Source: an optimization exercise on an open RTL-to-GDS flow (aim: a short achievable clock period and few clock cycles). Production flows keep margins and buffers that such runs may drop.

## lane 1
Design cpu, start of the top module:
module cpu(
    input           clk,
    input           resetn,
    output          inst_sram_en,
    output[31:0]    inst_sram_addr,
    input[31:0]     inst_sram_rdata,
    output          data_sram_en,
    output[3:0]     data_sram_wen,
    output[31:0]    data_sram_addr,
    output[31:0]    data_sram_wdata,
    input[31:0]     data_sram_rdata,
    output[31:0]    debug_wb_pc,
    output          debug_wb_rf_wen,
    output[4:0]     debug_wb_rf_wnum,
    output[31:0]    debug_wb_rf_wdata
);
    reg [31:0] pc_f;
    reg        v_d;
    reg [31:0] pc_d, npc_d;
    reg        v_r;
    reg [31:0] ir, pc_r, npc_r;
    reg        v_e;
    reg [31:0] a_e, b_e;
    reg [4:0]  rd_e, rt_e, sh_e;
    reg        add_e, sub_e, and_e, or_e, xor_e, sll_e, mov_e, cmp_e;
    reg        wr_e;                 
    reg        ld_e, st_e, bbt_e;
    reg [31:0] imm_e, tgt_e, pc_e;
    reg [31:0] res_m, addr_m, wdata_m, pc_m;
    reg [4:0]  rd_m;
    reg        wen_m, ld_m, st_m, en_m;
    reg [31:0] res_w, pc_w;
    reg [4:0]  rd_w;
    reg        wen_w, ld_w;
    reg [31:0] res_x, pc_x;
    reg [4:0]  rd_x;
    reg        rep_x;
    reg        done_m, done_w;       
    reg [31:0] rtbits;
    reg        rt_ok, hx_a, xbit;
    reg [31:0] rf [0:31];
    reg        stall_q;              
    reg        en_q;                 
    wire [5:0]  op = ir[31:26];
    wire [4:0]  rs = ir[25:21];
    wire [4:0]  rt = ir[20:16];
    wire [4:0]  rd = ir[15:11];
    wire [10:0] lo = ir[10:0];
    wire d_rtype = (op == 6'h00);
    wire d_add  = d_rtype && lo == 11'h020;
    wire d_sub  = d_rtype && lo == 11'h022;
    wire d_and  = d_rtype && lo == 11'h024;
    wire d_or   = d_rtype && lo == 11'h025;
    wire d_xor  = d_rtype && lo == 11'h026;
    wire d_mov  = d_rtype && lo == 11'h00a;
    wire d_sll  = d_rtype && ir[5:0] == 6'd0 && rs == 5'd0;
    wire d_st   = (op == 6'h2b);
    wire d_ld   = (op == 6'h23);
    wire d_j    = (op == 6'h02);
    wire d_cmp  = (op == 6'h3e) && lo == 11'd0;
    wire d_bbt  = (op == 6'h3f);
    wire d_alu  = d_add | d_sub | d_and | d_or | d_xor;
    wire d_wr   = d_alu | d_sll | d_cmp | d_ld;
    wire use_rs = d_alu | d_mov | d_cmp | d_st | d_ld | d_bbt;
    wire use_rt = d_alu | d_mov | d_cmp | d_st | d_sll;
    wire [4:0] d_rd = d_ld ? rt : rd;
  ...
For scale: roughly 7000 cells after synthesis, about 1700 flip-flops, about 240 I/O pins.
export LEC_CHECK = 0
export ABC_CLOCK_PERIOD_IN_PS = 3000
export CAP_MARGIN = 20
export CORE_MARGIN = 2
export CORE_UTILIZATION = 40
export SETUP_SLACK_MARGIN = 5
export SLEW_MARGIN = 20
create_clock -name core_clock -period 12.5 [get_ports {clk}]
standard.sh (not shown) runs the stock make flow with config.mk's settings and CLKGATE_MAP_FILE= SYNTH_SCRIPT=/design/flow/synth_recipe.tcl, a recipe that flattens the netlist after the stock synthesis.
==> flow/flow/run.sh <==
#!/bin/bash
set -euo pipefail
MARGIN=${MARGIN:-9}
bash standard.sh synth > synth.log 2>&1
sed "s/SETUP_SLACK_MARGIN=[0-9.]*/SETUP_SLACK_MARGIN=$MARGIN/" standard.sh > layout.sh
bash layout.sh > layout.log 2>&1
[inputs] lane 2 vs lane 1
-- flow/design.v --
<<< lane 1, line 40
    reg [31:0] rtbits;
    reg        rt_ok, hx_a, xbit;
    reg [31:0] rf [0:31];
    reg        stall_q;              
>>> lane 2, line 40
    reg [31:0] rtbits;
    reg        rt_ok, hx_a, xbit;
    reg        mm_q, wm_q, wbit;     
    reg [31:0] rf [0:31];
    reg        stall_q;              
<<< lane 1, line 73
    wire [4:0] n_rt = inst_sram_rdata[20:16];
    wire [10:0] n_lo = inst_sram_rdata[10:0];
    wire n_rtype = (n_op == 6'h00);
    wire n_use_rs = (n_rtype & (n_lo == 11'h020 | n_lo == 11'h022 | n_lo == 11'h024 |
                                n_lo == 11'h025 | n_lo == 11'h026 | n_lo == 11'h00a)) |
                    (n_op == 6'h3e & n_lo == 11'd0) | n_op == 6'h2b | n_op == 6'h23 | n_op == 6'h3f;
    wire n_use_rt = (n_rtype & (n_lo == 11'h020 | n_lo == 11'h022 | n_lo == 11'h024 |
                                n_lo == 11'h025 | n_lo == 11'h026 | n_lo == 11'h00a |
                                (n_lo[5:0] == 6'd0 & n_rs == 5'd0))) |
                    (n_op == 6'h3e & n_lo == 11'd0) | n_op == 6'h2b;
    wire n_dep_r = (n_use_rs & n_rs == rt) | (n_use_rt & n_rt == rt);
    wire n_dep_e = (n_use_rs & n_rs == rd_e) | (n_use_rt & n_rt == rd_e);
>>> lane 2, line 74
    wire [4:0] n_rt = inst_sram_rdata[20:16];
    wire [10:0] n_lo = inst_sram_rdata[10:0];
    wire n_use_rs = (n_op != 6'h02) & ~(n_op == 6'h00 & n_lo[5:0] == 6'd0);
    wire n_use_rt = (n_op == 6'h00) | (n_op == 6'h3e) | (n_op == 6'h2b);
    wire n_dep_r = (n_use_rs & n_rs == rt) | (n_use_rt & n_rt == rt);
    wire n_dep_e = (n_use_rs & n_rs == rd_e) | (n_use_rt & n_rt == rd_e);
<<< lane 1, line 117
    wire [31:0] tgt_r = npc_r + {{14{ir[15]}}, ir[15:0], 2'b00};
    wire bbt_late = ((wr_e | mov_e) & rd_e == rs) | (ld_w & rd_w == rs) | ~rt_ok;
    wire bit_r = hm_a ? res_m[rt] : hw_a ? res_w[rt] : hx_a ? xbit : rtbits[rs];
    wire take_r = v_r & d_bbt & (ir[15:0] != 16'd0) & ~bbt_late & bit_r & ~stall & ~redir_e;
    wire [31:0] inst = inst_sram_rdata;
    wire take_r1 = (ir[15:0] == 16'd1);
    wire redir_d = v_d & ~stall & (inst[31:26] == 6'h02) & ~redir_e & ~take_r;
    wire [31:0] jtgt = {npc_d[31:28], inst[25:0], 2'b00};
    wire [31:0] pc_inc = pc_f + 32'd4;
    assign inst_sram_en   = en_q;
    assign inst_sram_addr = pc_f;
>>> lane 2, line 112
    wire [31:0] tgt_r = npc_r + {{14{ir[15]}}, ir[15:0], 2'b00};
    wire bbt_late = ((wr_e | mov_e) & rd_e == rs) | (ld_w & rd_w == rs) | ~rt_ok;
    wire bit_r = (mm_q & wen_m) ? res_m[rt] : (wm_q & wen_w) ? wbit : hx_a ? xbit : rtbits[rs];
    wire take_r = v_r & d_bbt & (ir[15:0] != 16'd0) & ~bbt_late & bit_r & ~stall & ~redir_e;
    wire [31:0] inst = inst_sram_rdata;
    wire take_r1 = (ir[15:0] == 16'd1);
    wire redir_d = v_d & ~stall & ~redir_e & ~take_r & (inst[31:26] == 6'h02);
    wire [31:0] jtgt = {npc_d[31:28], inst[25:0], 2'b00};
    wire [31:0] pc_inc = pc_f + 32'd4;
    wire [31:0] pc_early = (take_r & ~take_r1) ? tgt_r :
                           redir_e ? tgt_e :
                           stall ? pc_f : pc_inc;
    assign inst_sram_en   = en_q;
    assign inst_sram_addr = pc_f;
<<< lane 1, line 137
            stall_q <= stall_n;
            en_q    <= ~stall_n;
            if (redir_e)      pc_f <= tgt_e;
            else if (take_r & ~take_r1) pc_f <= tgt_r;
            else if (redir_d) pc_f <= jtgt;
            else if (!stall)  pc_f <= pc_inc;
            if (redir_e | (take_r & ~take_r1) | redir_d) v_d <= 1'b0;
            else if (!stall)       v_d <= 1'b1;
>>> lane 2, line 135
            stall_q <= stall_n;
            en_q    <= ~stall_n;
            pc_f <= redir_d ? jtgt : pc_early;
            if (redir_e | (take_r & ~take_r1) | redir_d) v_d <= 1'b0;
            else if (!stall)       v_d <= 1'b1;
<<< lane 1, line 211
        rt_ok <= ~stall;
        hx_a  <= wen_w & rd_w == n_rs;
        xbit  <= val_w[n_rt];
    end
>>> lane 2, line 206
        rt_ok <= ~stall;
        hx_a  <= wen_w & rd_w == n_rs;
        mm_q  <= rd_e == n_rs;
        wm_q  <= rd_m == n_rs;
        wbit  <= res_m[n_rt];
        xbit  <= val_w[n_rt];
    end
Results
- Multi-input combinational cell area in lane 2 is 0.61% higher than in lane 1
- Lane 2 has max capacitance violation total above what lane 1 had.
- Compared with lane 1, in lane 2 clock-cell share of area ~0 delta; final number of hold-violating endpoints ~0 delta.
- The combined area of all synthesized cells on lane 2 is in line with that on lane 1.
- Going from lane 1 to lane 2, the final cycle utilization of the critical path was found to have gone down by 1.4 points.
- Global-route usage: higher on lane 1
- Slack of the critical path was lower in the run labelled lane 1.
- Of the two values seen for cell with the biggest individual delay on the critical path, sky130_fd_sc_hd__dfxtp_2 was produced by lane 2 and sky130_fd_sc_hd__or4_4 by lane 1.
- Against lane 1 as the reference, lane 2 delivers a lower cell area.
- Diff lane 1 -> lane 2 | non-clock buffer count | down by more than 10%
- Looking at lane 1 and lane 2, the total number of sequential cells is a wash.
- Every stage of lane 2 finished as expected; the final checks, on the other hand, flagged capacitance limit, slew limit, which means the layout fails.
- Compared lane 2 vs lane 1, and total setup buffers inserted after CTS is down in lane 2.
Function was not checked in any run of this note: the RTL went through the layout flow alone.

-- afterwards: timing with drivers on the ports --
No port has a modelled driver above. Below, the same layouts with a new extraction and two added sets of constraints. Step 1, drivers: a clkbuf_16 drives clk and a buf_2 each remaining input, both assumed. Step 2 adds t to the input delays and takes it off the output delays; t is the mean of the earliest and latest rising clock arrival at the registers after step 1. Input paths then give back, and output paths get back, about the clock's delay inside the block. Three values: no drivers, after step 1, after step 2; two values: the first two.
run	t, ns	slack for setup (ns)	hold slack, ns	pins driven straight from the clock port
lane 1	0.947	8.422 / 8.457 / 7.510	0.324 / 0.324 / 0.324	1
lane 2	0.925	8.591 / 8.358 / 7.433	0.333 / 0.333 / 0.333	1
The setup slack of lane 2, which loses most, moves by -0.233 ns with the drivers and by -1.158 ns with both steps.
